This design comes from an exercise in tuning for small area and a short achievable clock period on the open sky130 flow, not from production work.
In this exercise RTL edits were held to simulation tests only and were not proved equivalent to the original.

Setup of job 101:
Design CS, start of the top module:
module CS(Y, X, reset, clk);
input clk, reset;
input  [7:0] X;
output [9:0] Y;
reg [11:0] v [0:8];      
reg [11:0] S;            
reg [8:0]  sel;          
reg [80:0] c;            
integer i, j;
wire [7:0]  u8 = v[8][7:0] * 8'd57;
wire [11:0] P  = S - {4'd0, u8};           
wire [11:0] Sn = P + {4'd0, X};
wire [11:0] vx = {X, 3'b000} + {4'd0, X};  
reg [8:0] Fn;    
reg [8:0] cn0;   
reg [8:0] seln;
always @(*) begin
    Fn[0] = ({1'b0, X} <= P[11:3]);        
    for (i = 1; i < 9; i = i + 1) Fn[i] = (v[i-1] <= Sn);
    cn0[0] = 1'b0;
    for (j = 1; j < 9; j = j + 1) cn0[j] = (vx[11:3] > v[j-1][11:3]);
    for (i = 0; i < 9; i = i + 1) begin
        seln[i] = Fn[i];
        for (j = 0; j < 9; j = j + 1)
            if (j < i) begin
                if (j == 0) seln[i] = seln[i] & (~Fn[j] | ~cn0[i]);
                else        seln[i] = seln[i] & (~Fn[j] | ~c[(j-1)*9+i-1]);
            end else if (j > i) begin
                if (i == 0) seln[i] = seln[i] & (~Fn[j] | cn0[j]);
                else        seln[i] = seln[i] & (~Fn[j] | c[(i-1)*9+j-1]);
            end
    end
end
always @(posedge clk or posedge reset) begin
    if (reset) begin
        for (i = 0; i < 9; i = i + 1) v[i] <= 12'd0;
        S   <= 12'd0;
        sel <= 9'h100;
        c   <= 81'd0;
    end else begin
        v[0] <= vx;
        for (i = 0; i < 8; i = i + 1) v[i+1] <= v[i];
        S   <= Sn;
        sel <= seln;
        for (j = 1; j < 9; j = j + 1) c[j] <= cn0[j];
        for (i = 1; i < 9; i = i + 1)
            for (j = i + 1; j < 9; j = j + 1) c[i*9+j] <= c[(i-1)*9+j-1];
    end
end
  ...
Size: about 160 flip-flops, ~12,000 µm² of cells after synthesis.
Settings: LEC_CHECK=0, CAP_MARGIN=20, CORE_MARGIN=2, CORE_UTILIZATION=40, SLEW_MARGIN=20; clock period 20.0 ns.
run.sh (not shown) runs the stock make flow with config.mk's settings and CLKGATE_MAP_FILE= SYNTH_SCRIPT=/design/flow/synth_recipe.tcl, a recipe that flattens the netlist after the stock synthesis.
What job 102 does differently from job 101 at the input level:
Settings: setting CTS_BUF_LIST to sky130_fd_sc_hd__clkbuf_8 for the first time; setting CTS_CLUSTER_SIZE to 20 for the first time; setting CTS_CLUSTER_DIAMETER to 100 for the first time.
==> flow/flow/run.sh (new file) <==
#!/bin/bash
# The standard flow's own layout (standard.sh), with the synthesis of flow/my_synth.tcl:
# no adder-cell extraction before abc, and abc's script from flow/abc.script.
set -euo pipefail
here=$(pwd)
export ABC_SCRIPT_FILE=$here/flow/abc.script
bash standard.sh SYNTH_SCRIPT=$here/flow/my_synth.tcl finish > standard.log 2>&1
==> flow/flow/abc.script (new file) <==
strash
ifraig
scorr
dc2
dretime
strash
&get -n
&dch -f
&nf {D}
&put
==> flow/flow/my_synth.tcl (new file) <==
# The standard flow's synthesis (synth_recipe.tcl) with two changes: no full/half adder cells are
# extracted before abc, and abc maps with the script in ABC_SCRIPT_FILE (if set).
proc synth {args} { yosys synth -nofsm -noshare {*}$args }
proc extract_fa {args} { puts "extract_fa skipped" }
proc abc {args} {
  set out {}
  set skip 0
  foreach a $args {
    if {$skip} { set skip 0; continue }
    if {$a eq "-script" && [info exists ::env(ABC_SCRIPT_FILE)] && $::env(ABC_SCRIPT_FILE) ne ""} {
      lappend out -script $::env(ABC_SCRIPT_FILE); set skip 1; continue
    }
    if {$a eq "-D" && [info exists ::env(ABC_D_OVERRIDE)]} {
      set skip 1
      if {$::env(ABC_D_OVERRIDE) ne "none"} { lappend out -D $::env(ABC_D_OVERRIDE) }
      continue
    }
    lappend out $a
  }
  puts "abc override: $out"
  yosys abc {*}$out
}
source $::env(SCRIPTS_DIR)/synth.tcl
# left out here: clear keep_hierarchy, flatten, clean up, hide names made inside functions, write 1_2_yosys.v
==> flow/standard.sh (new file) <==
#!/bin/bash
# synth_recipe.tcl (not shown) runs the flow's synth.tcl, then flattens the netlist and writes it again
# the make line also repeats each setting of config.mk as NAME=value (left out here)
make -C /OpenROAD-flow-scripts/flow DESIGN_CONFIG=/design/flow/config.mk WORK_HOME=/design/flow/orfs CLKGATE_MAP_FILE= SYNTH_SCRIPT=/design/flow/synth_recipe.tcl "${@:-finish}"
removed: flow/run.sh
--- outcome ---
Summary of job 102 over job 101: fmax dropped 6.8 MHz; wire length reported by the detailed router dropped 19,000 µm; layout buffering overhead excluding clock cells climbed 0.98 points; highest net fanout along the worst path climbed 3.
Diff job 102..job 101 | number of enable flip-flop cells after synthesis | unchanged
met1 track demand over resource is lower on job 102
In the metrics for job 101 and job 102, the one carrying the higher first-pass GRT wire length is job 101.
Job 102 vs job 101 — die boundary height dropped by more than 10%
The final reports for job 102 and job 101 show die area lower in the former.
The async set or reset register ratio after synthesis on job 102 is in line with that on job 101.
Inputs modified between job 102 and job 103:
Settings: removing CTS_CLUSTER_DIAMETER (formerly 100); removing CTS_CLUSTER_SIZE (formerly 20); removing CTS_BUF_LIST (formerly sky130_fd_sc_hd__clkbuf_8).
--- outcome ---
Final worst-path cycle share up 0.19 points in job 103 wrt job 102. As far as post-place instance area goes, job 103 and job 102 are indistinguishable; the numbers are identical. Delta (job 103 minus job 102): final routed wirelength across all metal layers barely changed, sequential share of cell area dropped 0.91 points, clock network area share climbed 2.0 points, slack of the worst reg-to-reg path climbed 20 ps.


Setup of rev 12:
The RTL this note starts from:
==> flow/design.v <==
`timescale 1ns/10ps
module CS(Y, X, reset, clk);
input clk, reset;
input  [7:0] X;
output [9:0] Y;
reg [11:0] v [0:8];      
reg [8:0]  vld;          
reg [11:0] S;            
reg [8:0]  sel;          
reg [80:0] c;            
integer i, j;
wire [7:0]  u8 = (v[8][7:0] * 8'd57) & {8{vld[8]}};
wire [11:0] P  = S - {4'd0, u8};           
wire [11:0] Sn, vx;
wire [8:0]  seln;
wire [8:1]  cn0;
CS_next u_next (
    .X(X), .P(P),
    .v0(v[0]), .v1(v[1]), .v2(v[2]), .v3(v[3]), .v4(v[4]), .v5(v[5]), .v6(v[6]), .v7(v[7]),
    .vld({vld[7:0], ~reset}), .c(c), .Sn(Sn), .vx(vx), .cn0(cn0), .seln(seln));
always @(posedge clk or posedge reset) begin
    if (reset) begin
        vld <= 9'd0;
        S   <= 12'd0;
    end else begin
        vld <= {vld[7:0], 1'b1};
        S   <= Sn;
    end
end
always @(posedge clk) begin
    v[0] <= vx;
    for (i = 0; i < 8; i = i + 1) v[i+1] <= v[i];
    sel <= seln;
    c[8:0] <= {cn0, 1'b0};
    for (i = 1; i < 9; i = i + 1)
        for (j = 0; j < 9; j = j + 1)
            if (j > i) c[i*9+j] <= c[(i-1)*9+j-1];
            else       c[i*9+j] <= 1'b0;
end
CS_out u_out (
    .S(S), .sel(sel),
    .v0(v[0]), .v1(v[1]), .v2(v[2]), .v3(v[3]), .v4(v[4]), .v5(v[5]), .v6(v[6]), .v7(v[7]), .v8(v[8]),
    .Y(Y));
endmodule
module CS_next(X, P, v0, v1, v2, v3, v4, v5, v6, v7, vld, c, Sn, vx, cn0, seln);
input  [7:0]  X;
input  [11:0] P;
input  [11:0] v0, v1, v2, v3, v4, v5, v6, v7;
input  [8:0]  vld;       
input  [80:0] c;
output [11:0] Sn, vx;
output [8:1]  cn0;
output reg [8:0] seln;
wire [11:0] v [0:7];
assign v[0] = v0; assign v[1] = v1; assign v[2] = v2; assign v[3] = v3;
assign v[4] = v4; assign v[5] = v5; assign v[6] = v6; assign v[7] = v7;
assign Sn = P + {4'd0, X};
assign vx = {1'b0, X, 3'b000} + {4'd0, X};    
reg [8:0] Fn;    
reg [8:0] cx;    
integer i, j;
assign cn0 = cx[8:1];
always @(*) begin
    Fn[0] = ({1'b0, X} <= P[11:3]) & vld[0];    
    for (i = 1; i < 9; i = i + 1) Fn[i] = (v[i-1] <= Sn) & vld[i];
    cx[0] = 1'b0;
    for (j = 1; j < 9; j = j + 1) cx[j] = (vx[11:3] > v[j-1][11:3]);
    for (i = 0; i < 9; i = i + 1) begin
        seln[i] = Fn[i];
        for (j = 0; j < 9; j = j + 1)
            if (j < i) begin
                if (j == 0) seln[i] = seln[i] & (~Fn[j] | ~cx[i]);
                else        seln[i] = seln[i] & (~Fn[j] | ~c[(j-1)*9+i-1]);
            end else if (j > i) begin
                if (i == 0) seln[i] = seln[i] & (~Fn[j] | cx[j]);
                else        seln[i] = seln[i] & (~Fn[j] | c[(i-1)*9+j-1]);
            end
    end
end
endmodule
module CS_out(S, sel, v0, v1, v2, v3, v4, v5, v6, v7, v8, Y);
input  [11:0] S;
input  [8:0]  sel;
input  [11:0] v0, v1, v2, v3, v4, v5, v6, v7, v8;
output [9:0]  Y;
wire [11:0] A9 = ({12{sel[0]}} & v0) | ({12{sel[1]}} & v1) | ({12{sel[2]}} & v2)
               | ({12{sel[3]}} & v3) | ({12{sel[4]}} & v4) | ({12{sel[5]}} & v5)
               | ({12{sel[6]}} & v6) | ({12{sel[7]}} & v7) | ({12{sel[8]}} & v8);
wire [12:0] T = {1'b0, S} + {1'b0, A9};
assign Y = T[12:3];
endmodule
Settings: LEC_CHECK=0, CAP_MARGIN=20, CORE_MARGIN=2, CORE_UTILIZATION=40, CTS_BUF_LIST=sky130_fd_sc_hd__clkbuf_8, CTS_CLUSTER_DIAMETER=100, CTS_CLUSTER_SIZE=20, SLEW_MARGIN=20; clock period 20.0 ns.
standard.sh (not shown) runs the stock make flow with config.mk's settings and CLKGATE_MAP_FILE= SYNTH_SCRIPT=/design/flow/synth_recipe.tcl, a recipe that flattens the netlist after the stock synthesis.
==> flow/flow/run.sh <==
#!/bin/bash
# The standard flow's own layout (standard.sh), with the synthesis of flow/my_synth.tcl: no
# adder-cell extraction before abc; abc maps the logic between X and the next
# window (module CS_next) and between the registers and Y (module CS_out) with
# flow/abc_fast.script and the rest with flow/abc.script; then the design is
# flattened as in the standard flow's synthesis.
# Ports are buffered with buf_2 cells instead of the delay buffers buffer_ports picks.
# The resizer's timing repair aims for 12.3 ns of setup slack (a 7.699999999999999 ns period).
set -euo pipefail
here=$(pwd)
export ABC_SCRIPT_FILE=$here/flow/abc.script
export ABC_FAST_SCRIPT_FILE=$here/flow/abc_fast.script
export FAST_MODULES="CS_next CS_out"
bash standard.sh SYNTH_SCRIPT=$here/flow/my_synth.tcl "SYNTH_KEEP_MODULES=CS_next CS_out" \
  "BUFFER_PORTS_ARGS=-buffer_cell sky130_fd_sc_hd__buf_2" \
  SETUP_SLACK_MARGIN=12.3 finish > standard.log 2>&1
==> flow/flow/abc.script <==
strash
ifraig
scorr
dc2
dretime
strash
&get -n
&dch -f
&nf {D}
&put
==> flow/flow/abc_fast.script <==
strash
dc2
&get -n
&dch
&nf
&put
topo
buffer -p
upsize -D 1800
dnsize -D 1800
==> flow/flow/my_synth.tcl <==
# The standard flow's synthesis (synth_recipe.tcl) with these changes: no full/half adder cells
# are extracted before abc; abc maps with flow/abc.script; and the modules named
# in FAST_MODULES (kept apart until then by SYNTH_KEEP_MODULES) are mapped by abc
# with flow/abc_fast.script. The design is flattened afterwards as the standard flow's is.
proc synth {args} { yosys synth -nofsm -noshare {*}$args }
proc extract_fa {args} { puts "extract_fa skipped" }
proc abc_with_script {args script} {
  set out {}
  set skip 0
  foreach a $args {
    if {$skip} { set skip 0; continue }
    if {$a eq "-script"} { lappend out -script $script; set skip 1; continue }
    lappend out $a
  }
  return $out
}
proc abc {args} {
  set fast {}
  if {[info exists ::env(FAST_MODULES)]} { set fast $::env(FAST_MODULES) }
  if {$fast ne ""} {
    set fa [abc_with_script $args $::env(ABC_FAST_SCRIPT_FILE)]
    puts "abc (fast): $fa $fast"
    yosys abc {*}$fa {*}$fast
    set na [abc_with_script $args $::env(ABC_SCRIPT_FILE)]
    puts "abc (rest): $na $::env(DESIGN_NAME)"
    yosys abc {*}$na $::env(DESIGN_NAME)
  } else {
    set na [abc_with_script $args $::env(ABC_SCRIPT_FILE)]
    yosys abc {*}$na
  }
}
source $::env(SCRIPTS_DIR)/synth.tcl
# left out here: clear keep_hierarchy, flatten, clean up, hide names made inside functions, write 1_2_yosys.v
Rev 12 completed; timing, DRC and antenna clean
Relative to rev 12, the following input files were edited for rev 13:
-- flow/flow/run.sh --
<<< rev 12, line 8
# The resizer's timing repair aims for 12.3 ns of setup slack (a 7.699999999999999 ns period).
>>> rev 13, line 8
# The resizer's timing repair aims for 13.3 ns of setup slack (a 6.7 ns period).
<<< rev 12, line 16
  SETUP_SLACK_MARGIN=12.3 finish > standard.log 2>&1
>>> rev 13, line 16
  SETUP_SLACK_MARGIN=13.3 finish > standard.log 2>&1
## What came out
The number of standard cells in the final layout excluding fillers of rev 13 is higher than that of rev 12.
Higher area growth from synthesis to final layout among rev 12 and rev 13: rev 13
Going from rev 12 to rev 13, global-route usage grows by 3.2 points.
In the reports for rev 12 and rev 13, the larger worst setup slack after layout belongs to rev 13.
Per-cell routed wire length ended up 9.8% higher on rev 13 than on rev 12.
Rev 13 vs. rev 12: post-route cell area saw an increase; post-placement setup slack shows an increase of 240 ps.
Between rev 13 and rev 12, the initial antenna violation count figures differ only marginally.
Between rev 12 and rev 13, global-route wire length before repair is lower for rev 12, rev 13 comes in above that.


run 1:
Starts from the design.v that is shown in full above.
clock: 20.0 ns
lec_check: 0
cap_margin: 20
core_margin: 2
core_utilization: 40
cts_buf_list: sky130_fd_sc_hd__clkbuf_8
cts_cluster_diameter: 100
cts_cluster_size: 20
place_density: 0.7
slew_margin: 20
==> flow/flow/run.sh <==
#!/bin/bash
# The standard flow's own layout (standard.sh), with the synthesis of flow/my_synth.tcl: no
# adder-cell extraction before abc; abc maps the logic between X and the next
# window (module CS_next) and between the registers and Y (module CS_out) with
# flow/abc_fast.script and the rest with flow/abc.script; then the design is
# flattened as in the standard flow's synthesis.
# Ports are buffered with buf_2 cells instead of the delay buffers buffer_ports picks.
# The resizer's timing repair aims for 12.3 ns of setup slack (a 7.7 ns period).
set -euo pipefail
here=$(pwd)
export ABC_SCRIPT_FILE=$here/flow/abc.script
export ABC_FAST_SCRIPT_FILE=$here/flow/abc_fast.script
export FAST_MODULES="CS_next CS_out"
bash standard.sh SYNTH_SCRIPT=$here/flow/my_synth.tcl "SYNTH_KEEP_MODULES=CS_next CS_out" \
  "BUFFER_PORTS_ARGS=-buffer_cell sky130_fd_sc_hd__buf_2" \
  SETUP_SLACK_MARGIN=12.3 finish > standard.log 2>&1
Scripts as last shown in full above: flow/flow/abc.script, flow/flow/abc_fast.script, flow/flow/my_synth.tcl
Input changes introduced in run 2 (baseline for comparison: run 1):
# run 1
export LEC_CHECK = 0
export CAP_MARGIN = 20
export CORE_MARGIN = 2
export CORE_UTILIZATION = 40
export CTS_BUF_LIST = sky130_fd_sc_hd__clkbuf_8
export CTS_CLUSTER_DIAMETER = 100
export CTS_CLUSTER_SIZE = 20
export PLACE_DENSITY = 0.7
export SLEW_MARGIN = 20
create_clock -name core_clock -period 20.0 [get_ports {clk}]
# run 2
export LEC_CHECK = 0
export CAP_MARGIN = 20
export CORE_MARGIN = 2
export CORE_UTILIZATION = 40
export CTS_BUF_LIST = sky130_fd_sc_hd__clkbuf_8
export CTS_CLUSTER_DIAMETER = 100
export CTS_CLUSTER_SIZE = 20
export SLEW_MARGIN = 20
create_clock -name core_clock -period 20.0 [get_ports {clk}]
==> flow/flow/abc_fast.script <==
strash
dc2
&get -n
&dch
&nf
&put
topo
buffer -p
upsize -D 3000
dnsize -D 3000
==> comparison <==
The number of clock buffers in the layout number comes out higher for run 1 vs run 2.
The standard cells in run 2 occupy more silicon area than those in run 1 do.
Wire length of the first global-routing pass in run 2 vs run 1: up 5.4%
In run 2 the sum of net half-perimeters after detailed placement turned out 1100 um higher than in run 1.
Final-stage net count, run 2 and run 1: smaller value in run 1
Number of buffers on the longest clock path: run 2 vs run 1 identical
Compared with run 1, in run 2 total via count in the routed design saw little to no change, number of buffers other than clock buffers in the final layout increased 5, final cell count shows an increase of 5.
--- input diff run 2..run 3 ---
# run 2
export LEC_CHECK = 0
export CAP_MARGIN = 20
export CORE_MARGIN = 2
export CORE_UTILIZATION = 40
export CTS_BUF_LIST = sky130_fd_sc_hd__clkbuf_8
export CTS_CLUSTER_DIAMETER = 100
export CTS_CLUSTER_SIZE = 20
export SLEW_MARGIN = 20
create_clock -name core_clock -period 20.0 [get_ports {clk}]
# run 3
export LEC_CHECK = 0
export CAP_MARGIN = 20
export CORE_MARGIN = 2
export CORE_UTILIZATION = 40
export CTS_BUF_LIST = sky130_fd_sc_hd__clkbuf_8
export CTS_CLUSTER_DIAMETER = 100
export CTS_CLUSTER_SIZE = 20
export SLEW_MARGIN = 20
export TNS_END_PERCENT = 5
create_clock -name core_clock -period 20.0 [get_ports {clk}]
-- flow/flow/run.sh --
<<< run 2, line 7
# Ports are buffered with buf_2 cells instead of the delay buffers buffer_ports picks.
# The resizer's timing repair aims for 12.3 ns of setup slack (a 7.7 ns period).
set -euo pipefail
>>> run 3, line 7
# Ports are buffered with buf_2 cells instead of the delay buffers buffer_ports picks.
# The resizer's timing repair aims for 12.8 ns of setup slack (a 7.2 ns period).
set -euo pipefail
<<< run 2, line 15
  "BUFFER_PORTS_ARGS=-buffer_cell sky130_fd_sc_hd__buf_2" \
  SETUP_SLACK_MARGIN=12.3 finish > standard.log 2>&1
>>> run 3, line 15
  "BUFFER_PORTS_ARGS=-buffer_cell sky130_fd_sc_hd__buf_2" \
  SETUP_SLACK_MARGIN=12.8 finish > standard.log 2>&1
==> flow/flow/abc_fast.script <==
strash
dc2
&get -n
&dch
&nf
&put
topo
buffer -p
upsize -D 1800
dnsize -D 1800
Results
- Run 3 reached the end of the flow, and the finished layout is clean on the timing, design-rule and antenna checks.
- Run 2 → run 3: worst setup slack rose by 170 ps, width of the die shows an increase of about 0.4%, synthesized area now sits higher.
Edits applied to the flow inputs when going from run 3 to run 4:
# run 3
export LEC_CHECK = 0
export CAP_MARGIN = 20
export CORE_MARGIN = 2
export CORE_UTILIZATION = 40
export CTS_BUF_LIST = sky130_fd_sc_hd__clkbuf_8
export CTS_CLUSTER_DIAMETER = 100
export CTS_CLUSTER_SIZE = 20
export SLEW_MARGIN = 20
export TNS_END_PERCENT = 5
create_clock -name core_clock -period 20.0 [get_ports {clk}]
# run 4
export LEC_CHECK = 0
export CAP_MARGIN = 20
export CORE_MARGIN = 2
export CORE_UTILIZATION = 40
export CTS_BUF_LIST = sky130_fd_sc_hd__clkbuf_8
export CTS_CLUSTER_DIAMETER = 100
export CTS_CLUSTER_SIZE = 20
export SLEW_MARGIN = 20
create_clock -name core_clock -period 20.0 [get_ports {clk}]
-- flow/flow/run.sh --
<<< run 3, line 7
# Ports are buffered with buf_2 cells instead of the delay buffers buffer_ports picks.
# The resizer's timing repair aims for 12.8 ns of setup slack (a 7.2 ns period).
set -euo pipefail
>>> run 4, line 7
# Ports are buffered with buf_2 cells instead of the delay buffers buffer_ports picks.
set -euo pipefail
<<< run 3, line 14
bash standard.sh SYNTH_SCRIPT=$here/flow/my_synth.tcl "SYNTH_KEEP_MODULES=CS_next CS_out" \
  "BUFFER_PORTS_ARGS=-buffer_cell sky130_fd_sc_hd__buf_2" \
  SETUP_SLACK_MARGIN=12.8 finish > standard.log 2>&1
>>> run 4, line 13
bash standard.sh SYNTH_SCRIPT=$here/flow/my_synth.tcl "SYNTH_KEEP_MODULES=CS_next CS_out" \
  "BUFFER_PORTS_ARGS=-buffer_cell sky130_fd_sc_hd__buf_2" finish > standard.log 2>&1
==> results.txt <==
- Sort run 3 and run 4 by total routed wirelength desc -> top: run 3
- Run 4 falls short of run 3 in worst slew margin relative to its limit.
- Run 3 has higher met1 demand-to-capacity share in global routing than run 4.
- Final design area excluding fillers, run 3 and run 4: larger value in run 3

==> afterwards: timing with drivers on the ports <==
How much do the figures lean on ideal ports? The routed layouts below were timed once more, with nothing changed but the port constraints.
Step 1 sets driving cells, clkbuf_16 on the clock port and buf_2 on the other inputs (assumed; they add their load-dependent delay and slew).
Step 2 also shifts input and output timing later by t, the mid clock arrival at the registers, as if the neighbouring blocks saw the same clock.
Slacks: ideal ports / drivers / drivers and shift; pairs: ideal ports / drivers.
run | shift t [ns] | setup slack, ns | slew at the worst register clock pin (ns)
job 101 | 0.493 | 10.945 / 10.971 / 10.478 | 0.07 / 0.07
job 102 | 0.496 | 10.354 / 10.376 / 9.879 | 0.09 / 0.09
job 103 | 0.471 | 10.316 / 10.343 / 9.872 | 0.07 / 0.07
rev 12 | 0.508 | 12.453 / 12.414 / 12.041 | 0.10 / 0.10
rev 13 | 0.524 | 12.818 / 12.775 / 12.591 | 0.10 / 0.10
run 1 | 0.513 | 12.466 / 12.432 / 11.973 | 0.10 / 0.10
run 2 | 0.507 | 12.461 / 12.419 / 12.015 | 0.11 / 0.11
run 3 | 0.516 | 12.635 / 12.595 / 12.189 | 0.10 / 0.10
run 4 | 0.512 | 12.000 / 11.961 / 11.664 | 0.10 / 0.10
After both steps every run listed still meets setup and hold. For run 1, which loses most, drivers alone change the setup slack by -0.034 ns; drivers and shift together by -0.493 ns.
